What follows belongs to an exercise in optimizing a design on an open flow for small area and a short achievable clock period; a production flow would make more cautious choices.
At most, simulation tests tie the RTL to the original design; equivalence was not proved.
For runs 1, 2 and 5, only the layout was checked, not whether the RTL still works.
No activity file was given, so power comes from the tool's default toggle rates.

==> design.v <==
module Decoder (
    input  [1:0] SEL,
    input        READY,
    input        EN,
    output [3:0] HSEL,
    output [7:0] DSEL     
    );
    assign HSEL = 4'b0001 << SEL;
    assign DSEL = EN ? (8'b00000001 << {SEL, READY}) : 8'd0;
endmodule
module Multiplexor (
    input      [7:0]   DSEL,
    input      [255:0] G_ALL,      
    input              HOLD,       
    input      [31:0]  DOQ,
    output reg [31:0]  data_out
    );
    integer i;
    always @(*) begin
        data_out = {32{HOLD}} & DOQ;
        for (i = 0; i < 8; i = i + 1)
            data_out = data_out | ({32{DSEL[i]}} & G_ALL[32*i +: 32]);
    end
endmodule
module master (
    input             HCLK,
    input             HRESETn,
    input             enable,
    input      [31:0] addr,
    input      [31:0] w_data,
    input      [1:0]  htrans,
    input      [2:0]  hsize,
    input             hwrite,
    input      [2:0]  hburst,
    input             HREADY,
    input             HRESP,
    output            m_idle,
    output            m_write,
    output            m_read,
    output     [31:0] HADDR,
    output     [15:0] SEL_NEXT,   
    output     [1:0]  HTRANS,
    output     [31:0] WDATA,      
    input      [31:0] data_out,
    output reg [31:0] data_out_q
    );
    reg        st_w, st_r;    
    reg [10:0] bc, wc;
    reg        bflag, wflag;
    reg [10:0] temp_lo;
    reg        t_hz, t_ho;
    reg [31:0] wd_c, wd_d;
    assign m_idle  = ~st_w & ~st_r;
    assign m_write = st_w;
    assign m_read  = st_r;
    wire [31:0] cnt_addr = {21'b0, hburst[0] ? bc : wc};
    assign HADDR  = m_idle ? 32'd0 : (hburst == 3'd0) ? addr : cnt_addr;
    assign HTRANS = m_idle ? 2'd0 : htrans;
    wire [15:0] oh_addr = (addr[31:6] == 26'd0) ? (16'd1 << addr[5:2]) : 16'd0;
    wire [15:0] oh_bc   = (bc[10:6] == 5'd0)    ? (16'd1 << bc[5:2])   : 16'd0;
    wire [15:0] oh_wc   = (wc[10:6] == 5'd0)    ? (16'd1 << wc[5:2])   : 16'd0;
    assign SEL_NEXT = m_idle ? 16'd1 : (hburst == 3'd0) ? oh_addr :
                      hburst[0] ? oh_bc : oh_wc;
    wire [2:0]  HSIZE  = m_idle ? 3'd0 : hsize;
    wire [31:0] HWDATA = m_idle ? 32'd0 : (HREADY ? wd_d : wd_c);
    assign WDATA = (HSIZE == 3'd0) ? {24'b0, HWDATA[7:0]} :
                   (HSIZE == 3'd1) ? {16'b0, HWDATA[15:0]} : HWDATA;
    wire hold_st = ~m_idle & ~HREADY;
    wire nw = enable & (hold_st ? st_w : (~HRESP & hwrite));
    wire nr = enable & (hold_st ? st_r : (~HRESP & ~hwrite));
    always @(posedge HCLK or negedge HRESETn) begin
        if (!HRESETn) begin
            st_w <= 1'b0;
            st_r <= 1'b0;
        end else begin
            st_w <= nw;
            st_r <= nr;
        end
    end
    always @(posedge HCLK or negedge HRESETn) begin
        if (!HRESETn) data_out_q <= 32'd0;
        else          data_out_q <= data_out;
    end
    always @(posedge HCLK or negedge HRESETn) begin
        if (!HRESETn) begin
            wd_c <= 32'd0;
            wd_d <= 32'd0;
        end else if (HREADY) begin
            wd_c <= w_data;
            wd_d <= wd_c;
        end
    end
    reg [5:0] lim_k;
    always @(*) begin
        case (hburst)
            3'd3:    lim_k = 6'd12;
            3'd5:    lim_k = 6'd28;
            default: lim_k = 6'd60;
        endcase
    end
    wire [11:0] lim_sum = {1'b0, temp_lo} + {6'b0, lim_k};
    wire        lim_hz  = (t_hz & ~lim_sum[11]) | (t_ho & lim_sum[11]);
    wire        bc_lt   = ~lim_hz | (bc < lim_sum[10:0]);
    wire [10:0] bc_inc = bc + 11'd4;
    always @(posedge HCLK or negedge HRESETn) begin
        if (!HRESETn) begin
            bc      <= 11'd0;
            bflag   <= 1'b0;
            temp_lo <= 11'd0;
            t_hz    <= 1'b1;
            t_ho    <= 1'b0;
        end else if (HREADY) begin
            if (htrans == 2'd2) begin
                bc      <= addr[10:0];
                temp_lo <= addr[10:0];
                t_hz    <= (addr[31:11] == 21'd0);
                t_ho    <= (&addr[31:11]);
            end else if (htrans == 2'd3) begin
                if (hburst[0]) begin
                    if (bflag)
                        bflag <= 1'b0;
                    else if (hburst == 3'd1 || bc_lt)
                        bc <= bc_inc;
                end
            end else if (htrans == 2'd1) begin
                if (!bflag) begin
                    bc    <= bc_inc;
                    bflag <= 1'b1;
                end
            end
        end else if (htrans == 2'd1) begin
            if (!bflag) begin
                bc    <= bc_inc;
                bflag <= 1'b1;
            end
        end
    end
    reg [10:0] wmask;
    reg        wvalid;
    always @(*) begin
        case (hburst)
            3'd2:    begin wmask = 11'h7F0; wvalid = 1'b1; end
            3'd4:    begin wmask = 11'h7E0; wvalid = 1'b1; end
            3'd6:    begin wmask = 11'h7C0; wvalid = 1'b1; end
            default: begin wmask = 11'h000; wvalid = 1'b0; end
        endcase
    end
    wire [10:0] wrapv  = temp_lo & wmask;
    wire [10:0] wlimit = wrapv + (~wmask - 11'd3);
    wire        wcond  = wvalid & t_hz & (wc >= wlimit);
    wire [10:0] wc_inc = wc + 11'd4;
    always @(posedge HCLK or negedge HRESETn) begin
        if (!HRESETn) begin
            wc    <= 11'd0;
            wflag <= 1'b0;
        end else if (HREADY) begin
            if (htrans == 2'd2) begin
                wc <= addr[10:0];
            end else if (htrans == 2'd3) begin
                if (wflag)
                    wflag <= 1'b0;
                else
                    wc <= wcond ? wrapv : wc_inc;
            end else if (htrans == 2'd1) begin
                if (!wflag) begin
                    wc    <= wc_inc;
                    wflag <= 1'b1;
                end
            end
        end else if (!wflag) begin
            wc    <= wc_inc;
            wflag <= 1'b1;
        end
    end
endmodule
module slave #(parameter [1:0] SLAVE = 2'd0) (
    input             HCLK,
    input             HRESETn,
    input             HREADY,
    input             HWRITE,
    input      [1:0]  HTRANS,
    input             HSELx,
    input      [31:0] WDATA,
    input      [3:0]  idx,         
    input             lt16,        
    input             gt16,        
    input      [15:0] wsel,        
    input      [15:0] sel_next,    
    input      [3:0]  idx_next,    
    input             gt16_next,   
    output reg        HRESP,
    output reg [31:0] HRDATA,
    output     [31:0] G1,
    output     [31:0] G0
    );
    localparam IDLE = 3'd0, WRITE = 3'd1, READ = 3'd2, BUSY = 3'd3, ERROR = 3'd4;
    reg [2:0]  state, next_state;
    reg        busy_flag;
    reg        resp_q;
    reg [31:0] rdata_q;
    reg [31:0] buf2;
    reg [15:0] written;
    reg [511:0] mem;
    wire we = (state == WRITE) & lt16;
    genvar g;
    generate
        for (g = 0; g < 16; g = g + 1) begin : word
            always @(posedge HCLK) begin
                if (we & wsel[g])
                    mem[32*g +: 32] <= WDATA;
            end
        end
    endgenerate
    wire [15:0] written_next = written | ({16{we}} & wsel);
    always @(posedge HCLK or negedge HRESETn) begin
        if (!HRESETn) written <= 16'd0;
        else          written <= written_next;
    end
    wire [15:0] rsel   = sel_next & written;
    wire        rconst = |(sel_next & ~written);
    wire [15:0] wsel_we = {16{we}} & wsel;
    wire        bypass  = |(sel_next & wsel_we);
    reg  [31:0] mem_rd;
    integer i;
    always @(*) begin
        mem_rd = rconst ? {20'b0, SLAVE, 6'b0, idx_next} : 32'd0;
        for (i = 0; i < 16; i = i + 1)
            mem_rd = mem_rd | ({32{rsel[i]}} & mem[32*i +: 32]);
        if (bypass)
            mem_rd = WDATA;
    end
    reg [31:0] buf1;
    always @(posedge HCLK or negedge HRESETn) begin
        if (!HRESETn) begin
            buf1 <= 32'd0;
            buf2 <= 32'd0;
        end else if (HREADY) begin
            buf1 <= mem_rd;
            buf2 <= buf1;
        end
    end
    always @(*) begin
        case (state)
            IDLE:
                next_state = !HREADY ? IDLE : HWRITE ? WRITE : READ;
            WRITE, READ:
                if (HREADY) begin
                    if (gt16)
                        next_state = ERROR;
                    else if (HTRANS == 2'd1)
                        next_state = BUSY;
                    else if (HTRANS[1])
                        next_state = !HSELx ? IDLE : HWRITE ? WRITE : READ;
                    else
                        next_state = IDLE;
                end else begin
                    next_state = (HTRANS == 2'd0) ? IDLE : state;
                end
            BUSY:
                if (HTRANS == 2'd1)
                    next_state = BUSY;
                else if (HTRANS[1])
                    next_state = !(HREADY & HSELx) ? BUSY : HWRITE ? WRITE : READ;
                else
                    next_state = IDLE;
            default:
                next_state = IDLE;
        endcase
    end
    always @(posedge HCLK or negedge HRESETn) begin
        if (!HRESETn) begin
            state     <= IDLE;
            busy_flag <= 1'b0;
            resp_q    <= 1'b0;
            rdata_q   <= 32'd0;
        end else begin
            state     <= next_state;
            busy_flag <= (state == BUSY);
            resp_q    <= HRESP;
            rdata_q   <= HRDATA;
        end
    end
    wire n_idle = (next_state == IDLE) || (next_state > ERROR);
    wire n_b1   = (next_state == READ) & ~gt16_next & (state != BUSY);
    wire n_b2   = (next_state == BUSY) & (state != BUSY);
    reg  e_b1, e_b2, e_q;
    always @(posedge HCLK or negedge HRESETn) begin
        if (!HRESETn) begin
            e_b1 <= 1'b0;
            e_b2 <= 1'b0;
            e_q  <= 1'b0;
        end else begin
            e_b1 <= n_b1;
            e_b2 <= n_b2;
            e_q  <= ~n_idle & ~n_b1 & ~n_b2;
        end
    end
    assign G1 = ({32{e_b1}} & buf1) | ({32{e_b2}} & buf2) | ({32{e_q}} & rdata_q);
    assign G0 = ({32{e_b1 | e_b2}} & buf2) | ({32{e_q}} & rdata_q);
    always @(*) begin
        HRDATA = HREADY ? G1 : G0;
        case (state)
            IDLE:    HRESP = 1'b0;
            WRITE:   HRESP = gt16;
            READ:    HRESP = gt16 | ((busy_flag | ~HREADY) & resp_q);
            BUSY:    HRESP = resp_q;
            ERROR:   HRESP = 1'b1;
            default: HRESP = 1'b0;
        endcase
    end
endmodule
module Top (
    input         enable,
    input  [31:0] addr,
    input  [31:0] w_data,
    input  [1:0]  htrans,
    input  [2:0]  hsize,
    input         hwrite,
    input  [2:0]  hburst,
    input         Master_ready,
    input         Slave_ready,
    input         HCLK,
    input         HRESETn,
    input  [1:0]  hselx,
    output [31:0] data_out
    );
    wire        m_idle, m_write, m_read;
    wire [31:0] HADDR;
    wire [1:0]  HTRANS;
    wire [31:0] WDATA;
    wire [31:0] data_out_q;
    wire        HRESP;
    wire [3:0]  HSEL;
    wire [127:0] hrdata_all;
    wire [255:0] g_all;
    wire [3:0]  hresp_all;
    master Master (
        .HCLK(HCLK), .HRESETn(HRESETn),
        .enable(enable), .addr(addr), .w_data(w_data), .htrans(htrans),
        .hsize(hsize), .hwrite(hwrite), .hburst(hburst),
        .HREADY(Master_ready), .HRESP(HRESP),
        .m_idle(m_idle), .m_write(m_write), .m_read(m_read),
        .HADDR(HADDR), .SEL_NEXT(sel_next), .HTRANS(HTRANS), .WDATA(WDATA),
        .data_out(data_out), .data_out_q(data_out_q)
    );
    reg  [3:0] idx;
    reg        lt16, gt16;
    wire       lt16_n = (HADDR[31:6] == 26'd0);
    wire       eq16_n = (HADDR[31:2] == 30'd16);
    wire [15:0] sel_next;
    wire [15:0] wsel     = lt16   ? (16'd1 << idx) : 16'd0;
    always @(posedge HCLK or negedge HRESETn) begin
        if (!HRESETn) begin
            idx  <= 4'd0;
            lt16 <= 1'b1;
            gt16 <= 1'b0;
        end else begin
            if (Slave_ready) begin
                idx  <= HADDR[5:2];
                lt16 <= lt16_n;
                gt16 <= ~lt16_n & ~eq16_n;
            end
        end
    end
    wire [7:0] DSEL;
    Decoder Decode (.SEL(hselx), .READY(Slave_ready), .EN(m_read), .HSEL(HSEL), .DSEL(DSEL));
    genvar s;
    generate
        for (s = 0; s < 4; s = s + 1) begin : sl
            slave #(.SLAVE(s)) Slave (
                .HCLK(HCLK), .HRESETn(HRESETn),
                .HREADY(Slave_ready), .HWRITE(hwrite), .HTRANS(HTRANS),
                .HSELx(HSEL[s]), .WDATA(WDATA),
                .idx(idx), .lt16(lt16), .gt16(gt16), .wsel(wsel),
                .sel_next(sel_next), .idx_next(HADDR[5:2]),
                .gt16_next(Slave_ready ? (~lt16_n & ~eq16_n) : gt16),
                .G1(g_all[64*s + 32 +: 32]), .G0(g_all[64*s +: 32]),
                .HRESP(hresp_all[s]), .HRDATA(hrdata_all[32*s +: 32])
            );
        end
    endgenerate
    assign HRESP = hresp_all[hselx];
    Multiplexor Mux (.DSEL(DSEL), .G_ALL(g_all), .HOLD(m_write), .DOQ(data_out_q),
                     .data_out(data_out));
endmodule
==> flow/run.sh <==
#!/bin/bash
set -euo pipefail
export SYNTH_KEEP_MODULES="Multiplexor"
export BUFFER_PORTS_ARGS="-buffer_cell sky130_fd_sc_hd__buf_4"
bash standard.sh > standard.log 2>&1
==> standard.sh <==
#!/bin/bash
# synth_recipe.tcl (not shown) runs the flow's synth.tcl, then flattens the netlist and writes it again
# the make line also repeats each setting of config.mk as NAME=value (left out here)
make -C /OpenROAD-flow-scripts/flow DESIGN_CONFIG=/design/flow/config.mk WORK_HOME=/design/flow/orfs CLKGATE_MAP_FILE= SYNTH_SCRIPT=/design/flow/synth_recipe.tcl "${@:-finish}"
==> config.mk <==
export PLATFORM = sky130hd
export DESIGN_NAME = Top
export DESIGN_NICKNAME = Top
export VERILOG_FILES = /design/flow/design.v
export SDC_FILE = /design/flow/constraint.sdc
export NUM_CORES = 4
export LEC_CHECK = 0
export CAP_MARGIN = 20
export CORE_MARGIN = 2
export CORE_UTILIZATION = 58
export CTS_CLUSTER_DIAMETER = 70
export CTS_CLUSTER_SIZE = 30
export PLACE_DENSITY = 0.72
export SETUP_SLACK_MARGIN = 3.5
export SLEW_MARGIN = 20
==> constraint.sdc <==
create_clock -name core_clock -period 8.0 [get_ports {HCLK}]
set_input_delay 1.6000 -clock core_clock [delete_from_list [all_inputs] [get_ports {HCLK}]]
set_output_delay 1.6000 -clock core_clock [all_outputs]
set_load 0.01 [all_outputs]
==> run_results.csv, run 1 <==
group,metric,value,unit
worst_setup_path,path_class,"register to register",
yosys,synth_area_leaders,"edfxtp_1, dfrtp_1, a22o_1",
sta,max_clock_freq,210,MHz
worst_setup_path,crit_start,"sl[2].Slave.e_b1",
outcome,status,"timing/DRC/antenna clean",
worst_setup_path,ff2ff_path_depth,29,
yosys,async_flop_share,23.3,%
worst_setup_path,cp-start-kind,"register",
worst_setup_path,worst_path_max_delay_cell,"a222oi_1",
worst_setup_path,r2r_end,"Master.data_out_q[16]",
clock_tree,h-tree-depth,4,
clock_tree,clkSinkCount,2669,
worst_setup_path,r2r_start,"sl[2].Slave.e_b1",
worst_setup_path,arrival,5.53,ns
finish,layout-drive-gt1-share,18.0,%
placement,port_buffers,111,
clock_tree,cts.path.max_buffers,3,
worst_setup_path,ff2ff_setup_slack,3.23,ns
yosys,yosysMostFrequentCell,"edfxtp_1",
worst_setup_path,cpMostUsedCell,"buf_4",
sta,finClkSkew,0.0728,ns
clock_tree,cts_root_buf,"clkbuf_16",
finish,fin_nets,7523,
power_and_ir_drop,ir_drop,0.000310,V
floorplan,initial_core_util,58.3,%
placement,placement.setup.worst_slack,1.85,ns
global_routing,grt_max_degree,178,
sta,tightest_slew,1.15,ns
clock_tree,cts_made_buffers,136,
yosys,syn_avg_cell_area,14.8,sq um
routing,wl,377,mm
yosys,syn_nets,7301,
floorplan,core_area,183000,sq um
global_routing,antenna_found_initial,32,
min_path,hp-class,"register to register",
clock_tree,insertion_delay,0.87,ns
worst_setup_path,max_stage_delay,0.56,ns
yosys,postSynthCellCount,7188,
sta,hold_violations,0,
flow_run,cap_violations,0,
floorplan,io_pins,112,
power_and_ir_drop,power_leakage,0.0433,uW
global_routing,grt_pass1_vias,69800,
yosys,seq_area_frac_synth,72.2,%
yosys,synth_edf_count,2048,
worst_setup_path,worst-path-max-fanout,5,
yosys,synth_warnings,7,
routing,ant_nets,0,
sta,fin_tns_setup,0,ns
routing,drt-initial-drc-count,14400,
sta,setup_ws,3.23,ns
global_routing,grt_pass1_wl,524,mm
routing,dr.pass1.iters,14,
routing,vias,74400,
global_routing,overflow,0,
sta,setup_violations,0,
worst_setup_path,cp_data_required_time,8.76,ns
sta,finalMaxSlewViolations,0,
sta,rsz0062_at_grt,"true",
global_routing,grt_util_all_layers,39.7,%
routing,via_per_inst,7.44,
floorplan,num_rows,157,
placement,place_congestion,1.02,
yosys,synth_largest_area_cell,"edfxtp_1",
clock_tree,tritoncts,"yes",
yosys,synth.distinct_cells,93,
yosys,synth_ff_type,"edfxtp_1",
routing,wl_per_cell,37.7,um
routing,drc,0,
sta,fin_crit_sh,59.6,%
yosys,netlist_top_cells_count,"edfxtp_1, dfrtp_1, a22oi_1",
floorplan,die_x,433,um
sta,slew_headroom,22.6,%
placement,place_hpwl,209,mm
worst_setup_path,setup.worst_path.end,"Master.data_out_q[16]",
yosys,ys_seq_elements,2669,
finish,area_delta_synth_final,12.5,%
floorplan,fp.dieH,433,um
floorplan,dieArea,187000,sq um
sta,period_minus_slack,4.77,ns
power_and_ir_drop,power_density,265,nW/um^2
worst_setup_path,end_kind,"register",
yosys,synth_top_cell_area_share,57.7,%
yosys,synth.cell_area,107000,sq um
clock_tree,clk_transition_reported_paths,0.10,ns
-- Yosys stat by module, one instance, submodules excluded --
module / cell area, sq um / times used
Multiplexor: 1600 / 1
Top: 105000 / 1
-- critical path, delay by kind of cell (launching register included) --
kind / cells / cell delay (ns)
buffers and inverters: 26 / 3.20
AND/OR/NAND/NOR: 1 / 0.16
flip-flops: 1 / 0.45
AO/OA/AOI/OAI: 2 / 0.84
-- routing by layer --
layer  up-vias  wire length, um  global-route usage (%)
li1      29400                -                       -
met2      6277           162000                    57.0
met4        16            24700                    21.9
met5         -              112                       0
met1     37500           131000                    53.1
met3      1216            58600                    13.9
-- sequential cells by signal, indices dropped and copies added (netlist names), 4 cells and up, named ones only --
name and cells:
Master.bc 11, Master.data_out_q 32, Master.temp_lo 11, Master.wc 11, Master.wd_c 32, Master.wd_d 32
idx 4, sl.Slave.buf1 128, sl.Slave.buf2 128, sl.Slave.busy_flag 4, sl.Slave.e_b1 4, sl.Slave.e_b2 4
sl.Slave.e_q 4, sl.Slave.mem 2048, sl.Slave.rdata_q 128, sl.Slave.resp_q 4, sl.Slave.state 12, sl.Slave.written 64
-- stage by stage --
stage / util, % / instances / instance area (sq um) / total power [uW] / hold WS, ns
floorplan: - / 7188 / 107000 / 20000 / 0.437
global placement: 61.2 / 9535 / 112000 / 22500 / 0.449
detailed placement: 61.2 / 9536 / 112000 / 22700 / 0.462
CTS: 65.1 / 9935 / 119000 / 31200 / 0.483
global route: 65.6 / 9986 / 120000 / 32500 / 0.512
finish: 65.6 / 9997 / 120000 / 31800 / 0.478
-- cells in the final DEF, fill, tap and decap left out, types with 16 or more instances in the layout --
cell | synthesis | layout
a221oi_1 | 246 | 241
o21ai_0 | 180 | 177
a22oi_1 | 492 | 492
buf_6 | 9 | 56
inv_1 | 171 | 166
nor2_1 | 290 | 216
a22o_1 | 446 | 443
nand2b_1 | 55 | 49
clkbuf_16 | 0 | 151
buf_4 | 17 | 427
ha_1 | 33 | 31
buf_12 | 0 | 47
nor2b_1 | 54 | 50
a31oi_1 | 16 | 16
nor3_1 | 124 | 114
nor2_4 | 0 | 71
nand2_1 | 373 | 368
mux2_2 | 167 | 167
clkbuf_1 | 300 | 28
a222oi_1 | 167 | 167
a21oi_4 | 0 | 35
nand3_2 | 0 | 31
a221oi_2 | 29 | 27
o31ai_1 | 38 | 37
o22ai_1 | 33 | 31
a21oi_1 | 221 | 181
edfxtp_1 | 2048 | 2048
dfrtp_1 | 619 | 607
a21boi_4 | 1 | 29
nor4_1 | 45 | 34
or2_2 | 63 | 58
and2_1 | 21 | 16
and3_1 | 29 | 29
o2bb2ai_1 | 98 | 97
nand3_1 | 218 | 184
nand4_1 | 137 | 137
-- logic make-up (layout without fill, tap and decap cells) --
group,Yosys count,in the layout,share of synthesized area (%)
buffers and inverters,655,968,2.57
XOR/XNOR,15,15,0.123
other,1,14,0.00352
multiplexers,177,177,1.86
AND/OR/NAND/NOR,1482,1495,6.96
adder cells (fa/ha/maj),33,33,0.387
flip-flops,2669,2669,72.2
AO/OA/AOI/OAI,2156,2162,15.9
-- area by class of cell --
type	instances	area, sq um
diodes	13	32.5
clock buffers	175	3760
clock inverters	73	1010
fillers	12600	62900
inverters	171	661
multi-input cells	3883	29100
flip-flops and latches	2669	77100
well taps	2464	3080
repair buffers	547	5200
repair inverters	2	17.5
-- report_power, final --
group | switching [uW] | internal, uW
combinational | 3820 | 1860
clock | 4830 | 3660
sequential | 1380 | 16200
total | 10000 | 21800
-- timing repair --
| item | 4_1_cts | 5_1_grt |
|---|---|---|
| endpoints found under the setup margin | 160 | 163 |
| hold buffers | 0 | 0 |
| setup buffers | 123 | 41 |
| cloned | 28 | 7 |
| endpoints found under the hold margin | 0 | 0 |
| resized for setup | 183 | 75 |
| pin swaps | 81 | 77 |
-- worst min path at each step --
stage	from	to	slack (ns)	depth (start not counted)
final	Master.bc[0]	Master.bc[0]	0.48	2
after global routing	sl[2].Slave.written[3]	sl[2].Slave.written[3]	0.51	1
after CTS	Master.bc[0]	Master.bc[0]	0.48	2
after detailed placement	Master.bc[0]	Master.bc[0]	0.46	2
after global placement	Master.bc[0]	Master.bc[0]	0.45	2
after floorplan	Master.bc[0]	Master.bc[0]	0.44	2
==> inputs of run 2 (changes only) <==
--- a/design.v
+++ b/design.v
@@ -79,6 +79,4 @@
     end
-    always @(posedge HCLK or negedge HRESETn) begin
-        if (!HRESETn) data_out_q <= 32'd0;
-        else          data_out_q <= data_out;
-    end
+    always @(posedge HCLK)
+        data_out_q <= data_out;
     always @(posedge HCLK or negedge HRESETn) begin
@@ -232,11 +230,19 @@
     reg [31:0] buf1;
+    always @(posedge HCLK) begin
+        if (HREADY) begin
+            buf1 <= mem_rd;
+            buf2 <= buf1;
+        end
+    end
+    reg b1v, b2v;
     always @(posedge HCLK or negedge HRESETn) begin
         if (!HRESETn) begin
-            buf1 <= 32'd0;
-            buf2 <= 32'd0;
+            b1v <= 1'b0;
+            b2v <= 1'b0;
         end else if (HREADY) begin
-            buf1 <= mem_rd;
-            buf2 <= buf1;
+            b1v <= 1'b1;
+            b2v <= b1v;
         end
     end
+    wire b2v_next = HREADY ? b1v : b2v;
     always @(*) begin
@@ -274,3 +280,2 @@
             resp_q    <= 1'b0;
-            rdata_q   <= 32'd0;
         end else begin
@@ -279,3 +284,2 @@
             resp_q    <= HRESP;
-            rdata_q   <= HRDATA;
         end
@@ -285,12 +289,14 @@
     wire n_b2   = (next_state == BUSY) & (state != BUSY);
-    reg  e_b1, e_b2, e_q;
+    reg  e_b1, e_b2, e_b12, e_q;
     always @(posedge HCLK or negedge HRESETn) begin
         if (!HRESETn) begin
-            e_b1 <= 1'b0;
-            e_b2 <= 1'b0;
-            e_q  <= 1'b0;
+            e_b1  <= 1'b0;
+            e_b2  <= 1'b0;
+            e_b12 <= 1'b0;
+            e_q   <= 1'b0;
         end else begin
-            e_b1 <= n_b1;
-            e_b2 <= n_b2;
-            e_q  <= ~n_idle & ~n_b1 & ~n_b2;
+            e_b1  <= n_b1;
+            e_b2  <= n_b2 & b2v_next;
+            e_b12 <= (n_b1 | n_b2) & b2v_next;
+            e_q   <= ~n_idle & ~n_b1 & ~n_b2;
         end
@@ -298,3 +304,5 @@
     assign G1 = ({32{e_b1}} & buf1) | ({32{e_b2}} & buf2) | ({32{e_q}} & rdata_q);
-    assign G0 = ({32{e_b1 | e_b2}} & buf2) | ({32{e_q}} & rdata_q);
+    assign G0 = ({32{e_b12}} & buf2) | ({32{e_q}} & rdata_q);
+    always @(posedge HCLK)
+        rdata_q <= HRDATA;
     always @(*) begin
==> run_results.csv, run 2 <==
group,metric,value,unit
sta,finClkSkew,0.0549,ns
finish,layout_common_cells,"edfxtp_1, a22oi_1, buf_4, nand2_1, a22o_1",
yosys,synth.distinct_cells,106,
finish,area_delta_synth_final,11.9,%
worst_setup_path,crit_chain,"buf_16 > clkinv_8 > nand2_8 > buf_12 > nor2_4 > clkbuf_16 > a22o_1 > a221oi_2 > nand3_1 > buf_6",
clock_tree,tritoncts,"yes",
yosys,synth_edf_count,2304,
sta,max_clock_freq,212,MHz
worst_setup_path,r2r_start,"Master.st_w",
yosys,syn_avg_cell_area,14.9,sq um
yosys,synth_warnings,7,
worst_setup_path,crit_buf_inv,5,
floorplan,fp.dieH,432,um
finish,layout-drive-gt1-share,16.5,%
global_routing,grt_util_all_layers,41.7,%
sta,setup_violations,0,
yosys,syn_nets,7244,
yosys,yosysMostFrequentCell,"edfxtp_1",
floorplan,die_x,432,um
yosys,synth_area_leaders,"edfxtp_1, dfrtp_1, a22oi_1",
sta,tightest_slew,1.12,ns
routing,drt-initial-drc-count,15400,
global_routing,overflow,0,
floorplan,core_area,182000,sq um
sta,fin_crit_sh,59.1,%
min_path,hp-class,"register to register",
clock_tree,h-tree-depth,4,
clock_tree,clkSinkCount,2678,
outcome,status,"timing/DRC/antenna clean",
floorplan,dieArea,187000,sq um
placement,place_hpwl,244,mm
routing,wl_per_cell,40.0,um
sta,slew_headroom,25.3,%
finish,largest_reg_flops,2048,
sta,rsz0062_at_grt,"true",
global_routing,antenna_found_initial,38,
global_routing,grt_max_degree,183,
floorplan,initial_core_util,58.2,%
finish,multi_input_area,27400,sq um
sta,fin_tns_setup,0,ns
sta,hold_violations,0,
power_and_ir_drop,ir_drop,0.000286,V
power_and_ir_drop,power_density,269,nW/um^2
routing,dr.pass1.iters,11,
routing,ant_nets,0,
yosys,postSynthCellCount,7131,
placement,port_buffers,111,
clock_tree,insertion_delay,0.85,ns
floorplan,io_pins,112,
worst_setup_path,crit_start,"Slave_ready",
finish,fill_cells,12700,
worst_setup_path,cp-start-kind,"primary input",
global_routing,grt_pass1_vias,67900,
floorplan,num_rows,157,
yosys,seq_area_frac_synth,73.2,%
worst_setup_path,max_stage_delay,0.30,ns
sta,period_minus_slack,4.73,ns
yosys,synth.cell_area,106000,sq um
worst_setup_path,crit_family,"buffers and inverters",
routing,drc,0,
routing,via_per_inst,7.47,
yosys,synth_top_cell_area_share,65.1,%
clock_tree,cts.path.max_buffers,3,
yosys,synth_ff_type,"edfxtp_1",
clock_tree,clk_transition_reported_paths,0.10,ns
sta,finalMaxSlewViolations,0,
clock_tree,cts_made_buffers,133,
finish,layout_commonest_cell,"edfxtp_1",
flow_run,cap_violations,0,
finish,register_area,77800,sq um
yosys,netlist_top_cells_count,"edfxtp_1, a22oi_1, nand2_1",
routing,vias,73800,
global_routing,grt_pass1_wl,539,mm
worst_setup_path,arrival,3.13,ns
yosys,ys_seq_elements,2678,
sta,timing.hold.ws,0.449,ns
routing,wl,395,mm
yosys,synth_largest_area_cell,"edfxtp_1",
yosys,async_flop_share,7.99,%
finish,largest_register,"sl.Slave.mem",
placement,place_congestion,1.06,
min_path,min-delay-start,"sl[1].Slave.buf1[19]",
clock_tree,cts_root_buf,"clkbuf_16",
finish,fin_nets,7500,
worst_setup_path,worst-path-max-fanout,8,
worst_setup_path,path_class,"primary input to primary output",
clock_tree,cts_hold_buffers,0,
worst_setup_path,end_kind,"primary output",
worst_setup_path,worst_path_max_delay_cell,"nor2_4",
power_and_ir_drop,power_leakage,0.0415,uW
worst_setup_path,cp_data_required_time,6.40,ns
## run 2: changes by cell type after synthesis, sizes merged, moves of 110 or more
cell and delta:
dfrtp -407, edfxtp +256, dfxtp +160, a221oi -142, a22o -131, mux2 -110
## run 2: per-layer routing
metal  wire length, um  global-route usage, %
met1            138000                   56.5
met2            166000                   58.9
met3             62800                   14.6
met4             27500                   23.4
met5               294                      0
## run 2: where the power goes
| part | switching (uW) | internal, uW | leakage [uW] |
|---|---|---|---|
| Clock | 4770 | 3560 | 0.00221 |
| Combinational | 4220 | 1730 | 0.0139 |
| Sequential | 1110 | 16600 | 0.0254 |
## run 2: modules after synthesis, one instance, submodules excluded
module | cells | cell area [sq um] | copies in the design
Multiplexor | 187 | 1600 | 1
Top | 6944 | 105000 | 1
## run 2: stage by stage
| step | cell area, sq um | power [uW] | worst slack (ns) | instances | util (%) |
|---|---|---|---|---|---|
| 6_report | 119000 | 32000 | 3.27 | 9886 | 65.1 |
| 4_1_cts | 118000 | 31500 | 3.29 | 9832 | 64.8 |
| 2_1_floorplan | 106000 | 20300 | 3.50 | 7131 | - |
| 5_1_grt | 119000 | 32600 | 3.25 | 9870 | 65.1 |
| 3_5_place_dp | 112000 | 23200 | 1.79 | 9501 | 61.1 |
| 3_3_place_gp | 111000 | 23100 | 1.41 | 9497 | 61.1 |
## run 2: cell type report
class | count | area share [%]
well taps | 2385 | 2.51
clock inverters | 77 | 0.916
diodes | 16 | 0.0337
multi-input cells | 3777 | 23.1
repair buffers | 565 | 4.30
inverters | 232 | 0.754
flip-flops and latches | 2678 | 65.5
clock buffers | 156 | 2.93
## run 2: logic make-up after synthesis
logic type                 share of synthesized area, %
buffers and inverters                              2.74
AOI/OAI and AO/OA                                  14.9
xor gates and xnor gates                          0.198
adders and majority gates                         0.389
DFF                                                73.2
other                                           0.00353
and+or+nand+nor                                    7.45
muxes                                              1.10
## run 2: what timing repair did
| action | CTS | global route |
|---|---|---|
| setup buffers | 87 | 34 |
| gates resized for setup | 198 | 52 |
| pin swaps | 77 | 54 |
| endpoints found under the setup margin | 163 | 165 |
| cloned | 11 | 3 |
## run 2: worst register-to-register path: stages (launching register included)
cell      delay, ns
dfrtp_4        0.68
or2_4          0.50
buf_4          0.40
and2_0         0.43
nand2_1        0.35
o32ai_1        0.22
a311oi_1       0.51
nand3_1        0.31
or3_1          0.45
a211oi_1       0.43
a21oi_1        0.09
## run 2: final timing paths
check	slack, ns	depth (start not counted)	to
worst max-delay path	3.27	10	data_out[16]
worst min-delay path	0.45	0	sl[1].Slave.buf2[19]
worst max register to register	3.38	10	sl[2].Slave.buf1[0]
worst min register to register	0.45	0	sl[1].Slave.buf2[19]
max in group asynchronous	5.78	2	sl[2].Slave.written[14]
min in group asynchronous	0.72	1	Master.wd_d[10]
==> inputs of run 3 (changes only) <==
--- a/design.v
+++ b/design.v
@@ -3,3 +3,2 @@
     input        READY,
-    input        EN,
     output [3:0] HSEL,
@@ -8,10 +7,8 @@
     assign HSEL = 4'b0001 << SEL;
-    assign DSEL = EN ? (8'b00000001 << {SEL, READY}) : 8'd0;
+    assign DSEL = 8'b00000001 << {SEL, READY};
 endmodule
 module Multiplexor (
-    input      [7:0]   DSEL,
-    input      [255:0] G_ALL,      
-    input              HOLD,       
-    input      [31:0]  DOQ,
-    output reg [31:0]  data_out
+    input      [7:0]  DSEL,
+    input      [63:0] G_SLICE,    
+    output reg [7:0]  data_out
     );
@@ -19,5 +16,5 @@
     always @(*) begin
-        data_out = {32{HOLD}} & DOQ;
+        data_out = 8'd0;
         for (i = 0; i < 8; i = i + 1)
-            data_out = data_out | ({32{DSEL[i]}} & G_ALL[32*i +: 32]);
+            data_out = data_out | ({8{DSEL[i]}} & G_SLICE[8*i +: 8]);
     end
@@ -39,4 +36,5 @@
     output            m_read,
+    output            mr_next,
+    output            mw_next,
     output     [31:0] HADDR,
-    output     [15:0] SEL_NEXT,   
     output     [1:0]  HTRANS,
@@ -58,7 +56,2 @@
     assign HTRANS = m_idle ? 2'd0 : htrans;
-    wire [15:0] oh_addr = (addr[31:6] == 26'd0) ? (16'd1 << addr[5:2]) : 16'd0;
-    wire [15:0] oh_bc   = (bc[10:6] == 5'd0)    ? (16'd1 << bc[5:2])   : 16'd0;
-    wire [15:0] oh_wc   = (wc[10:6] == 5'd0)    ? (16'd1 << wc[5:2])   : 16'd0;
-    assign SEL_NEXT = m_idle ? 16'd1 : (hburst == 3'd0) ? oh_addr :
-                      hburst[0] ? oh_bc : oh_wc;
     wire [2:0]  HSIZE  = m_idle ? 3'd0 : hsize;
@@ -70,2 +63,4 @@
     wire nr = enable & (hold_st ? st_r : (~HRESP & ~hwrite));
+    assign mr_next = nr;
+    assign mw_next = nw;
     always @(posedge HCLK or negedge HRESETn) begin
@@ -188,2 +183,6 @@
     input             gt16_next,   
+    input             mr_next,     
+    input             mw,          
+    input             b1v,         
+    input      [31:0] doq,         
     output reg        HRESP,
@@ -218,4 +217,3 @@
     wire        rconst = |(sel_next & ~written);
-    wire [15:0] wsel_we = {16{we}} & wsel;
-    wire        bypass  = |(sel_next & wsel_we);
+    wire        bypass = we & |(sel_next & wsel);
     reg  [31:0] mem_rd;
@@ -231,18 +229,11 @@
     always @(posedge HCLK) begin
-        if (HREADY) begin
+        if (HREADY)
             buf1 <= mem_rd;
-            buf2 <= buf1;
-        end
     end
-    reg b1v, b2v;
     always @(posedge HCLK or negedge HRESETn) begin
-        if (!HRESETn) begin
-            b1v <= 1'b0;
-            b2v <= 1'b0;
-        end else if (HREADY) begin
-            b1v <= 1'b1;
-            b2v <= b1v;
-        end
+        if (!HRESETn)
+            buf2 <= 32'd0;
+        else if (HREADY)
+            buf2 <= {32{b1v}} & buf1;
     end
-    wire b2v_next = HREADY ? b1v : b2v;
     always @(*) begin
@@ -286,2 +277,4 @@
     end
+    always @(posedge HCLK)
+        rdata_q <= HRDATA;
     wire n_idle = (next_state == IDLE) || (next_state > ERROR);
@@ -292,26 +285,54 @@
         if (!HRESETn) begin
-            e_b1  <= 1'b0;
-            e_b2  <= 1'b0;
+            e_b1 <= 1'b0;
+            e_b2 <= 1'b0;
             e_b12 <= 1'b0;
-            e_q   <= 1'b0;
+            e_q  <= 1'b0;
         end else begin
-            e_b1  <= n_b1;
-            e_b2  <= n_b2 & b2v_next;
-            e_b12 <= (n_b1 | n_b2) & b2v_next;
-            e_q   <= ~n_idle & ~n_b1 & ~n_b2;
+            e_b1 <= mr_next & n_b1;
+            e_b2 <= mr_next & n_b2;
+            e_b12 <= mr_next & (n_b1 | n_b2);
+            e_q  <= mr_next & ~n_idle & ~n_b1 & ~n_b2;
         end
     end
-    assign G1 = ({32{e_b1}} & buf1) | ({32{e_b2}} & buf2) | ({32{e_q}} & rdata_q);
-    assign G0 = ({32{e_b12}} & buf2) | ({32{e_q}} & rdata_q);
-    always @(posedge HCLK)
-        rdata_q <= HRDATA;
+    assign G1 = ({32{e_b1}} & buf1) | ({32{e_b2}} & buf2) |
+                ({32{e_q}} & rdata_q) | ({32{mw}} & doq);
+    assign G0 = ({32{e_b12}} & buf2) |
+                ({32{e_q}} & rdata_q) | ({32{mw}} & doq);
     always @(*) begin
-        HRDATA = HREADY ? G1 : G0;
         case (state)
-            IDLE:    HRESP = 1'b0;
-            WRITE:   HRESP = gt16;
-            READ:    HRESP = gt16 | ((busy_flag | ~HREADY) & resp_q);
-            BUSY:    HRESP = resp_q;
-            ERROR:   HRESP = 1'b1;
-            default: HRESP = 1'b0;
+            IDLE: begin
+                HRESP  = 1'b0;
+                HRDATA = 32'd0;
+            end
+            WRITE: begin
+                HRESP  = gt16;
+                HRDATA = rdata_q;
+            end
+            READ: begin
+                if (gt16) begin
+                    HRESP  = 1'b1;
+                    HRDATA = rdata_q;
+                end else if (busy_flag) begin
+                    HRESP  = resp_q;
+                    HRDATA = rdata_q;
+                end else if (HREADY) begin
+                    HRESP  = 1'b0;
+                    HRDATA = buf1;
+                end else begin
+                    HRESP  = resp_q;
+                    HRDATA = buf2;
+                end
+            end
+            BUSY: begin
+                HRESP  = resp_q;
+                HRDATA = busy_flag ? rdata_q : buf2;
+            end
+            ERROR: begin
+                HRESP  = 1'b1;
+                HRDATA = rdata_q;
+            end
+            default: begin
+                HRESP  = 1'b0;
+                HRDATA = 32'd0;
+            end
         endcase
@@ -334,3 +355,3 @@
     );
-    wire        m_idle, m_write, m_read;
+    wire        m_idle, m_write, m_read, mr_next, mw_next;
     wire [31:0] HADDR;
@@ -349,4 +370,4 @@
         .HREADY(Master_ready), .HRESP(HRESP),
-        .m_idle(m_idle), .m_write(m_write), .m_read(m_read),
-        .HADDR(HADDR), .SEL_NEXT(sel_next), .HTRANS(HTRANS), .WDATA(WDATA),
+        .m_idle(m_idle), .m_write(m_write), .m_read(m_read), .mr_next(mr_next), .mw_next(mw_next),
+        .HADDR(HADDR), .HTRANS(HTRANS), .WDATA(WDATA),
         .data_out(data_out), .data_out_q(data_out_q)
@@ -355,5 +376,6 @@
     reg        lt16, gt16;
+    reg        b1v;      
     wire       lt16_n = (HADDR[31:6] == 26'd0);
     wire       eq16_n = (HADDR[31:2] == 30'd16);
-    wire [15:0] sel_next;
+    wire [15:0] sel_next = lt16_n ? (16'd1 << HADDR[5:2]) : 16'd0;
     wire [15:0] wsel     = lt16   ? (16'd1 << idx) : 16'd0;
@@ -364,4 +386,6 @@
             gt16 <= 1'b0;
+            b1v  <= 1'b0;
         end else begin
             if (Slave_ready) begin
+                b1v  <= 1'b1;
                 idx  <= HADDR[5:2];
@@ -372,4 +396,4 @@
     end
-    wire [7:0] DSEL;
-    Decoder Decode (.SEL(hselx), .READY(Slave_ready), .EN(m_read), .HSEL(HSEL), .DSEL(DSEL));
+    wire [7:0] dsel_unused;
+    Decoder Decode (.SEL(hselx), .READY(Slave_ready), .HSEL(HSEL), .DSEL(dsel_unused));
     genvar s;
@@ -384,2 +408,3 @@
                 .gt16_next(Slave_ready ? (~lt16_n & ~eq16_n) : gt16),
+                .mr_next(mr_next), .mw(m_write), .b1v(b1v), .doq(data_out_q),
                 .G1(g_all[64*s + 32 +: 32]), .G0(g_all[64*s +: 32]),
@@ -390,4 +415,15 @@
     assign HRESP = hresp_all[hselx];
-    Multiplexor Mux (.DSEL(DSEL), .G_ALL(g_all), .HOLD(m_write), .DOQ(data_out_q),
-                     .data_out(data_out));
+    genvar b, c;
+    generate
+        for (b = 0; b < 4; b = b + 1) begin : mx
+            wire [63:0] g_slice;
+            for (c = 0; c < 8; c = c + 1) begin : cand
+                assign g_slice[8*c +: 8] = g_all[32*c + 8*b +: 8];
+            end
+            wire [3:0] hsel_unused;
+            wire [7:0] dsel;
+            Decoder Decode (.SEL(hselx), .READY(Slave_ready), .HSEL(hsel_unused), .DSEL(dsel));
+            Multiplexor Mux (.DSEL(dsel), .G_SLICE(g_slice), .data_out(data_out[8*b +: 8]));
+        end
+    endgenerate
 endmodule
==> flow/run.sh (replaced) <==
#!/bin/bash
set -euo pipefail
export SYNTH_KEEP_MODULES="Multiplexor Decoder"
export BUFFER_PORTS_ARGS="-buffer_cell sky130_fd_sc_hd__buf_4"
bash standard.sh > standard.log 2>&1
--- a/config.mk
+++ b/config.mk
@@ -9,6 +9,6 @@
 export CORE_MARGIN = 2
-export CORE_UTILIZATION = 58
+export CORE_UTILIZATION = 55
 export CTS_CLUSTER_DIAMETER = 70
 export CTS_CLUSTER_SIZE = 30
-export PLACE_DENSITY = 0.72
+export PLACE_DENSITY = 0.7
 export SETUP_SLACK_MARGIN = 3.5
==> run_results.csv, run 3 <==
group,metric,value,unit
outcome,status,"timing/DRC/antenna clean",
clock_tree,clk_transition_reported_paths,0.08,ns
sta,fin_crit_sh,58.0,%
power_and_ir_drop,power_frac_comb,15.9,%
routing,dr.pass1.iters,9,
power_and_ir_drop,seqPwrFrac,56.7,%
finish,largest_reg_flops,2048,
worst_setup_path,crit_start,"Slave_ready",
floorplan,dieArea,197000,sq um
finish,fin_nets,7518,
sta,fin_tns_setup,0,ns
clock_tree,clkSinkCount,2674,
global_routing,grt_pass1_wl,489,mm
worst_setup_path,r2r_start,"Master.st_w",
placement,placement.setup.worst_slack,1.72,ns
worst_setup_path,worst-path-max-fanout,8,
routing,ant_nets,0,
routing,vias,70900,
finish,area_delta_synth_final,11.1,%
sta,finClkSkew,0.0381,ns
worst_setup_path,crit_buf_inv,3,
power_and_ir_drop,power_density,263,nW/um^2
floorplan,core_area,192000,sq um
worst_setup_path,ff2ff_setup_slack,3.72,ns
clock_tree,cts_root_buf,"clkbuf_16",
power_and_ir_drop,ir_drop,0.000242,V
routing,drc,0,
global_routing,overflow,0,
routing,wl_per_cell,34.8,um
clock_tree,insertion_delay,0.86,ns
worst_setup_path,cpMostUsedCell,"buf_16",
finish,fill_cells,14100,
worst_setup_path,worst_path_max_delay_cell,"a22oi_2",
placement,place_hpwl,197,mm
clock_tree,h-tree-depth,4,
sta,slew_headroom,20.4,%
sta,rsz0062_at_grt,"true",
min_path,min-delay-start,"Master.bc[0]",
clock_tree,cts_made_buffers,139,
worst_setup_path,ff2ff_path_depth,13,
worst_setup_path,crit_family,"simple AND/OR/NAND/NOR gates",
sta,finalMaxSlewViolations,0,
worst_setup_path,cp-start-kind,"primary input",
worst_setup_path,r2r_end,"sl[0].Slave.buf1[12]",
routing,via_per_inst,7.05,
min_path,hp-class,"register to register",
yosys,postSynthCellCount,7319,
global_routing,grt_pass1_vias,66600,
global_routing,grt_util_all_layers,34.7,%
yosys,syn_nets,7422,
placement,place_congestion,0.990,
yosys,syn_avg_cell_area,14.5,sq um
routing,wl,349,mm
finish,layout-drive-gt1-share,15.6,%
floorplan,die_x,444,um
worst_setup_path,cp_data_required_time,6.40,ns
clock_tree,cts.path.max_buffers,3,
finish,layout_common_cells,"edfxtp_1, nand2_1, a22oi_1, nand3_1, buf_4",
sta,max_clock_freq,216,MHz
sta,setup_violations,0,
min_path,hold_depth,2,
finish,largest_register,"sl.Slave.mem",
min_path,min_to,"Master.bc[0]",
routing,drt-initial-drc-count,13300,
finish,layout_commonest_cell,"edfxtp_1",
sta,hold_violations,0,
worst_setup_path,end_kind,"primary output",
worst_setup_path,crit_chain,"buf_16 > buf_16 > and3b_2 > a22oi_2 > nand4_1 > buf_4",
power_and_ir_drop,power_leakage,0.0411,uW
power_and_ir_drop,p_switching,9380,uW
sta,period_minus_slack,4.64,ns
power_and_ir_drop,p_int,21600,uW
worst_setup_path,path_class,"primary input to primary output",
global_routing,antenna_found_initial,7,
flow_run,cap_violations,0,
floorplan,io_pins,112,
floorplan,initial_core_util,55.3,%
floorplan,fp.dieH,444,um
yosys,synth_warnings,7,
worst_setup_path,max_stage_delay,0.31,ns
global_routing,grt_max_degree,155,
placement,port_buffers,111,
power_and_ir_drop,switching_share,30.2,%
yosys,synth.cell_area,106000,sq um
power_and_ir_drop,clock_power_share,27.4,%
floorplan,num_rows,161,
sta,tightest_slew,1.18,ns
clock_tree,cts_hold_buffers,0,
clock_tree,tritoncts,"yes",
worst_setup_path,arrival,3.04,ns
sta,setup_ws,3.36,ns
[run 3: changes by cell type in the layout (fill, tap and decap cells not counted), sizes merged, moves of 71 or more]
cell   previous run  this run
and3             47       118
dfrtp           212       336
a22oi           534       695
nand3           249       438
o21ai            98       185
dfxtp           160        32
buf             558       457
a22o            315       215
a21oi           307       189
nand2           457       726
[run 3: worst max path at each step]
stage                            to  slack, ns  cells after the start
2_1_floorplan          Master.bc[3]       3.54                     14
5_1_grt                data_out[25]       3.43                      6
3_5_place_dp   sl[1].Slave.buf1[24]       1.72                     11
6_report               data_out[25]       3.36                      6
3_3_place_gp   sl[1].Slave.buf1[24]       1.50                     11
4_1_cts                 data_out[3]       3.39                      6
[run 3: worst register-to-register path, cell delays in order, from the launching register on]
cell      delay, ns
dfrtp_2        0.40
buf_6          0.24
nor2_4         0.15
buf_4          0.52
a221oi_4       0.12
buf_4          0.23
o41a_2         0.21
buf_4          0.19
nor4_4         0.66
and3_1         0.25
buf_4          0.47
a22oi_1        0.15
and3_1         0.31
a41oi_1        0.25
[run 3: layer usage]
layer | routed length, um | global-route usage [%] | vias to the layer above
met5 | 184 | 0 | -
met1 | 127000 | 48.2 | 35700
met3 | 48500 | 8.60 | 868
met4 | 20100 | 17.3 | 4
met2 | 154000 | 51.6 | 5309
li1 | - | - | 29000
[run 3: stage by stage]
step	hold slack, ns	total power (uW)	cell area [sq um]	util [%]	instances
floorplan	0.437	19900	106000	-	7319
finish	0.489	31000	118000	61.4	10100
detailed placement	0.458	22300	111000	57.6	9679
global placement	0.449	22100	111000	57.6	9675
CTS	0.492	30700	117000	61.0	9999
global route	0.516	31800	118000	61.4	10000
[run 3: area by class of cell]
| class | instances | area (sq um) | area share [%] |
|---|---|---|---|
| Sequential cell | 2674 | 78300 | 66.3 |
| Multi-Input combinational cell | 3962 | 26800 | 22.7 |
| Timing Repair Buffer | 464 | 4340 | 3.68 |
| Clock buffer | 151 | 3520 | 2.98 |
| Tap cell | 2526 | 3160 | 2.68 |
| Clock inverter | 96 | 1230 | 1.04 |
| Inverter | 174 | 657 | 0.556 |
| Antenna cell | 6 | 15.0 | 0.0127 |
[run 3: power groups by stage]
stage	clock, uW	sequential, uW	combinational (uW)
final	8500	17600	4940
after global routing	8980	17600	5170
after CTS	8540	17500	4670
after detailed placement	0	17800	4490
after global placement	0	17800	4360
after floorplan	0	17300	2590
[run 3: repair_timing]
action	in CTS	in global routing
resized for setup	190	80
buffers inserted	60	41
pin swaps	73	52
setup endpoints to repair	160	160
cloned	13	4
endpoints found under the hold margin	0	0
==> inputs of run 4 (changes only) <==
--- a/config.mk
+++ b/config.mk
@@ -9,6 +9,6 @@
 export CORE_MARGIN = 2
-export CORE_UTILIZATION = 55
+export CORE_UTILIZATION = 45
 export CTS_CLUSTER_DIAMETER = 70
 export CTS_CLUSTER_SIZE = 30
-export PLACE_DENSITY = 0.7
+export PLACE_DENSITY = 0.6
 export SETUP_SLACK_MARGIN = 3.5
==> run_results.csv, run 4 <==
group,metric,value,unit
outcome,status,"timing/DRC/antenna clean",
worst_setup_path,end_kind,"primary output",
floorplan,fp.dieH,490,um
finish,largest_register,"sl.Slave.mem",
sta,max_clock_freq,218,MHz
global_routing,grt_max_degree,141,
sta,setup_violations,0,
yosys,syn_avg_cell_area,14.5,sq um
routing,via_per_inst,6.56,
min_path,min-delay-start,"Master.bc[0]",
worst_setup_path,r2r_end,"sl[3].Slave.buf1[8]",
routing,vias,70100,
floorplan,num_rows,178,
clock_tree,h-tree-depth,4,
power_and_ir_drop,switching_share,30.6,%
routing,ant_nets,0,
power_and_ir_drop,fin_total_pwr,31700,uW
yosys,synth_warnings,7,
sta,finalMaxSlewViolations,0,
floorplan,die_x,490,um
routing,drt-initial-drc-count,11800,
worst_setup_path,path_class,"primary input to primary output",
clock_tree,cts_made_buffers,148,
worst_setup_path,arrival,2.98,ns
placement,place_hpwl,204,mm
min_path,min_to,"Master.bc[0]",
worst_setup_path,cp_data_required_time,6.40,ns
power_and_ir_drop,seqPwrFrac,55.5,%
power_and_ir_drop,clock_power_share,29.2,%
floorplan,dieArea,240000,sq um
floorplan,initial_core_util,45.2,%
sta,fin_tns_setup,0,ns
clock_tree,cts.path.max_buffers,3,
finish,layout_common_cells,"edfxtp_1, nand2_1, a22oi_1, nand3_1, buf_4",
worst_setup_path,worst-path-max-fanout,13,
worst_setup_path,cpMostUsedCell,"buf_16",
yosys,synth.cell_area,106000,sq um
worst_setup_path,cp-start-kind,"primary input",
sta,finClkSkew,0.0443,ns
power_and_ir_drop,p_switching,9700,uW
routing,dr.pass1.iters,8,
worst_setup_path,ff2ff_setup_slack,3.54,ns
power_and_ir_drop,power_leakage,0.0414,uW
routing,wl_per_cell,33.4,um
sta,slew_headroom,18.0,%
worst_setup_path,crit_chain,"buf_16 > buf_16 > and3_4 > a22oi_2 > nand4_1 > buf_4",
sta,tightest_slew,1.23,ns
power_and_ir_drop,power_frac_comb,15.4,%
worst_setup_path,crit_buf_inv,3,
clock_tree,cts_root_buf,"clkbuf_16",
finish,fill_cells,19500,
floorplan,core_area,235000,sq um
worst_setup_path,worst_path_max_delay_cell,"nand4_1",
placement,placedCellCount,10300,
clock_tree,clkSinkCount,2674,
global_routing,overflow,0,
global_routing,antenna_found_initial,15,
placement,dpl_cell_area,112000,sq um
placement,place_congestion,0.936,
sta,rsz0062_at_grt,"true",
finish,layout_commonest_cell,"edfxtp_1",
yosys,syn_nets,7422,
flow_run,cap_violations,0,
min_path,hp-class,"register to register",
worst_setup_path,max_stage_delay,0.31,ns
global_routing,grt_pass1_vias,65500,
global_routing,grt_pass1_wl,497,mm
finish,fin_nets,7509,
global_routing,grt_util_all_layers,28.7,%
sta,hold_violations,0,
clock_tree,cts_hold_buffers,0,
power_and_ir_drop,p_int,22000,uW
worst_setup_path,crit_family,"buffers and inverters",
finish,area_delta_synth_final,12.3,%
yosys,postSynthCellCount,7319,
sta,period_minus_slack,4.58,ns
min_path,hold_depth,2,
clock_tree,clk_transition_reported_paths,0.07,ns
clock_tree,insertion_delay,0.89,ns
power_and_ir_drop,power_density,266,nW/um^2
floorplan,io_pins,112,
finish,final-instance-count-excl-fill,10700,
clock_tree,tritoncts,"yes",
finish,fin_area,119000,sq um
worst_setup_path,ff2ff_path_depth,10,
routing,drc,0,
finish,largest_reg_flops,2048,
worst_setup_path,r2r_start,"Master.st_w",
finish,layout-drive-gt1-share,15.6,%
power_and_ir_drop,ir_drop,0.000225,V
sta,fin_crit_sh,57.2,%
placement,port_buffers,111,
routing,wl,356,mm
[run 4: area by class of cell]
cell class              instances  area (sq um)  share of cell area [%]
clock buffers                 164          3890                    3.26
diodes                          8          20.0                  0.0168
multi-input cells            3962         26800                    22.4
repair buffers                446          4190                    3.51
inverters                     174           653                   0.547
flip-flops and latches       2674         78300                    65.6
clock inverters               107          1600                    1.34
well taps                    3150          3940                    3.30
[run 4: timing repair]
| action | CTS | global route |
|---|---|---|
| resized for setup | 185 | 60 |
| endpoints found under the setup margin | 160 | 147 |
| cloned | 14 | 4 |
| pin swaps | 53 | 22 |
| setup buffers | 47 | 14 |
[run 4: metrics by stage]
stage,worst slack [ns],utilization (%),hold slack [ns]
2_1_floorplan,3.54,-,0.437
3_3_place_gp,1.76,47.5,0.451
3_5_place_dp,1.68,47.5,0.471
4_1_cts,3.46,50.6,0.490
5_1_grt,3.47,50.8,0.505
6_report,3.42,50.8,0.487
[run 4: routing by layer]
metal  global-route usage (%)  part of all wire, %  vias to the layer above
met5                        0                0.017                        -
met4                     9.53                  3.6                        8
met3                     6.57                   12                      582
met2                     43.9                   45                     4360
met1                     40.7                   39                    36100
li1                         -                    -                    29000
[run 4: worst register-to-register path, delay by kind of cell, from the launching register on]
kind / cells / cell delay, ns
flip-flops: 1 / 0.35
AO/OA/AOI/OAI: 3 / 1.13
AND/OR/NAND/NOR: 5 / 1.84
buffers and inverters: 2 / 0.90
[run 4: worst max path at each step]
stage | from | to | slack (ns) | depth (start not counted)
floorplan | hburst[0] | Master.bc[3] | 3.54 | 14
global placement | addr[14] | sl[2].Slave.buf1[15] | 1.76 | 11
detailed placement | addr[14] | sl[1].Slave.buf1[11] | 1.68 | 12
CTS | hselx[0] | data_out[11] | 3.46 | 5
global route | Slave_ready | data_out[8] | 3.47 | 6
finish | Slave_ready | data_out[2] | 3.42 | 6
[run 4: power by group through the flow]
stage	Sequential [uW]	Combinational, uW	Clock, uW
after detailed placement	17900	4490	0
after global routing	17700	5140	9830
after global placement	17800	4380	0
after CTS	17600	4640	9340
final	17600	4870	9250
after floorplan	17300	2590	0
==> inputs of run 5 (changes only) <==
--- a/design.v
+++ b/design.v
@@ -184,4 +184,3 @@
     input             mr_next,     
-    input             mw,          
-    input             b1v,         
+    input             mw_next,     
     input      [31:0] doq,         
@@ -228,2 +227,3 @@
     reg [31:0] buf1;
+    reg        b1v;
     always @(posedge HCLK) begin
@@ -233,6 +233,9 @@
     always @(posedge HCLK or negedge HRESETn) begin
-        if (!HRESETn)
+        if (!HRESETn) begin
+            b1v  <= 1'b0;
             buf2 <= 32'd0;
-        else if (HREADY)
+        end else if (HREADY) begin
+            b1v  <= 1'b1;
             buf2 <= {32{b1v}} & buf1;
+        end
     end
@@ -282,3 +285,3 @@
     wire n_b2   = (next_state == BUSY) & (state != BUSY);
-    reg  e_b1, e_b2, e_b12, e_q;
+    reg  e_b1, e_b2, e_q, e_w;
     always @(posedge HCLK or negedge HRESETn) begin
@@ -287,8 +290,8 @@
             e_b2 <= 1'b0;
-            e_b12 <= 1'b0;
             e_q  <= 1'b0;
+            e_w  <= 1'b0;
         end else begin
+            e_w  <= mw_next;
             e_b1 <= mr_next & n_b1;
             e_b2 <= mr_next & n_b2;
-            e_b12 <= mr_next & (n_b1 | n_b2);
             e_q  <= mr_next & ~n_idle & ~n_b1 & ~n_b2;
@@ -297,5 +300,5 @@
     assign G1 = ({32{e_b1}} & buf1) | ({32{e_b2}} & buf2) |
-                ({32{e_q}} & rdata_q) | ({32{mw}} & doq);
-    assign G0 = ({32{e_b12}} & buf2) |
-                ({32{e_q}} & rdata_q) | ({32{mw}} & doq);
+                ({32{e_q}} & rdata_q) | ({32{e_w}} & doq);
+    assign G0 = ({32{e_b1 | e_b2}} & buf2) |
+                ({32{e_q}} & rdata_q) | ({32{e_w}} & doq);
     always @(*) begin
@@ -376,3 +379,2 @@
     reg        lt16, gt16;
-    reg        b1v;      
     wire       lt16_n = (HADDR[31:6] == 26'd0);
@@ -386,6 +388,4 @@
             gt16 <= 1'b0;
-            b1v  <= 1'b0;
         end else begin
             if (Slave_ready) begin
-                b1v  <= 1'b1;
                 idx  <= HADDR[5:2];
@@ -408,3 +408,3 @@
                 .gt16_next(Slave_ready ? (~lt16_n & ~eq16_n) : gt16),
-                .mr_next(mr_next), .mw(m_write), .b1v(b1v), .doq(data_out_q),
+                .mr_next(mr_next), .mw_next(mw_next), .doq(data_out_q),
                 .G1(g_all[64*s + 32 +: 32]), .G0(g_all[64*s +: 32]),
==> run_results.csv, run 5 <==
group,metric,value,unit
outcome,status,"timing/DRC/antenna clean",
placement,dpl_cell_area,112000,sq um
worst_setup_path,worst-path-max-fanout,6,
floorplan,dieArea,241000,sq um
floorplan,die_x,491,um
yosys,postSynthCellCount,7373,
worst_setup_path,cp_data_required_time,6.40,ns
worst_setup_path,crit_chain,"buf_16 > buf_12 > buf_6 > nor3b_4 > buf_6 > a22oi_2 > nand4_1 > buf_4",
power_and_ir_drop,p_switching,9660,uW
routing,via_per_inst,6.62,
sta,fin_crit_sh,58.6,%
yosys,synth.cell_area,107000,sq um
sta,setup_ws,3.31,ns
placement,place_hpwl,219,mm
clock_tree,cts_root_buf,"clkbuf_16",
power_and_ir_drop,power_density,263,nW/um^2
yosys,synth_warnings,7,
power_and_ir_drop,p_int,21900,uW
min_path,min-delay-start,"Master.bc[0]",
sta,setup_violations,0,
sta,slew_headroom,19.6,%
global_routing,antenna_found_initial,14,
power_and_ir_drop,power_frac_comb,16.6,%
clock_tree,cts_made_buffers,141,
worst_setup_path,r2r_start,"sl[3].Slave.e_w",
clock_tree,cts_hold_buffers,0,
routing,dr.pass1.iters,7,
finish,largest_register,"sl.Slave.mem",
sta,max_clock_freq,213,MHz
power_and_ir_drop,power_leakage,0.0420,uW
global_routing,overflow,0,
worst_setup_path,path_class,"primary input to primary output",
sta,fin_tns_setup,0,ns
global_routing,grt_max_degree,152,
floorplan,initial_core_util,45.3,%
routing,drc,0,
clock_tree,cts.path.max_buffers,3,
worst_setup_path,crit_family,"buffers and inverters",
worst_setup_path,arrival,3.09,ns
routing,wl_per_cell,34.3,um
clock_tree,tritoncts,"yes",
floorplan,io_pins,112,
power_and_ir_drop,switching_share,30.6,%
finish,fin_area,120000,sq um
power_and_ir_drop,clock_power_share,27.9,%
global_routing,grt_util_all_layers,29.9,%
finish,register_area,78200,sq um
worst_setup_path,worst_path_max_delay_cell,"a22oi_2",
power_and_ir_drop,ir_drop,0.000276,V
sta,finalMaxSlewViolations,0,
floorplan,core_area,235000,sq um
yosys,syn_nets,7476,
min_path,hp-class,"register to register",
global_routing,grt_pass1_vias,66000,
floorplan,num_rows,178,
finish,layout_common_cells,"edfxtp_1, nand2_1, a22oi_1, nand3_1, buf_4",
finish,multi_input_area,27700,sq um
finish,layout_commonest_cell,"edfxtp_1",
sta,period_minus_slack,4.69,ns
worst_setup_path,end_kind,"primary output",
global_routing,grt_pass1_wl,516,mm
placement,place_congestion,0.971,
routing,ant_nets,0,
worst_setup_path,cp-start-kind,"primary input",
worst_setup_path,max_stage_delay,0.33,ns
clock_tree,clk_transition_reported_paths,0.09,ns
worst_setup_path,crit_buf_inv,5,
routing,drt-initial-drc-count,12800,
finish,largest_reg_flops,2048,
power_and_ir_drop,seqPwrFrac,55.5,%
sta,finClkSkew,0.0419,ns
finish,fin_nets,7609,
clock_tree,h-tree-depth,4,
placement,placement.setup.worst_slack,1.57,ns
floorplan,fp.dieH,491,um
power_and_ir_drop,fin_total_pwr,31600,uW
finish,final_util,51.0,%
finish,area_delta_synth_final,12.6,%
sta,hold_violations,0,
routing,wl,370,mm
finish,fill_cells,19500,
flow_run,cap_violations,0,
sta,rsz0062_at_grt,"true",
worst_setup_path,cpMostUsedCell,"buf_6",
routing,vias,71300,
clock_tree,clkSinkCount,2670,
sta,tightest_slew,1.21,ns
clock_tree,insertion_delay,0.87,ns
worst_setup_path,crit_start,"hselx[1]",
placement,port_buffers,111,
yosys,syn_avg_cell_area,14.5,sq um
finish,layout-drive-gt1-share,16.9,%
[run 5: layer usage]
layer  part of all wire [%]  GRT usage, %  vias to the layer above
met5                 0.0073             0                        -
li1                       -             -                    29300
met3                     12          7.48                      638
met4                    4.5          12.5                        4
met2                     44          43.9                     4699
met1                     39          42.3                    36600
[run 5: final cells by class]
type                    instances  share of cell area [%]
well taps                    3150                    3.28
repair buffers                507                    4.07
inverters                      87                   0.273
diodes                         11                  0.0229
clock inverters                88                    1.05
multi-input cells            4099                    23.1
flip-flops and latches       2670                    65.1
clock buffers                 159                    3.11
[run 5: final timing paths]
path | end | slack [ns] | cells past startpoint
setup / recovery | data_out[20] | 3.31 | 8
hold / removal | Master.bc[0] | 0.48 | 2
setup reg to reg | sl[0].Slave.buf1[13] | 3.48 | 13
hold reg to reg | Master.bc[0] | 0.48 | 2
max in group asynchronous | sl[2].Slave.written[11] | 5.62 | 2
min in group asynchronous | Master.wd_d[23] | 0.73 | 1
[run 5: power by group through the flow]
stage / registers, uW / logic, uW / clock network (uW)
2_1_floorplan: 17300 / 2690 / 0
3_3_place_gp: 17700 / 4620 / 0
3_5_place_dp: 17800 / 4710 / 0
4_1_cts: 17500 / 4970 / 8880
5_1_grt: 17600 / 5450 / 9350
6_report: 17500 / 5230 / 8820
[run 5: timing repair]
item	4_1_cts	5_1_grt
endpoints found under the setup margin	168	137
gates cloned	25	1
buffers inserted	82	37
pin swaps	85	69
gates resized for setup	299	122
[run 5: worst register-to-register path, delay by kind of cell (launching register included)]
kind                   cells  cell delay (ns)
DFF                        1             0.37
buffers and inverters      4             1.29
AOI/OAI and AO/OA          4             1.30
and+or+nand+nor            5             1.34
[run 5: per-stage QoR]
stage          hold WS [ns]  instances
2_1_floorplan         0.437       7373
3_3_place_gp          0.449      10400
3_5_place_dp          0.462      10400
4_1_cts               0.485      10700
5_1_grt               0.511      10800
6_report              0.483      10800

-- port drivers added, routing unchanged --
How much do the figures lean on ideal ports? The routed layouts below were timed once more, with nothing changed but the port constraints.
Step 1 assumes that a clkbuf_16 drives the clock port and a buf_2 every other input.
Step 2 times the ports against the registers' clock, not the clock port: input delays grow and output delays shrink by t, the midpoint of the rising clock arrivals with the driver on.
Slacks: no drivers / after step 1 / after step 2; pairs: no drivers / after step 1.
run	shift t [ns]	setup WS [ns]	worst setup path after step 2
run 1	0.919	3.228 / 3.084 / 2.281	input to register
run 2	0.914	3.272 / 3.015 / 2.518	input to register
run 3	0.928	3.360 / 2.956 / 2.526	input to register
run 4	0.955	3.422 / 3.009 / 2.592	input to register
run 5	0.944	3.308 / 2.932 / 2.464	input to register
After both steps every run listed still meets setup and hold. The setup slack of run 1, which loses most, moves by -0.144 ns with the drivers and by -0.947 ns with both steps.
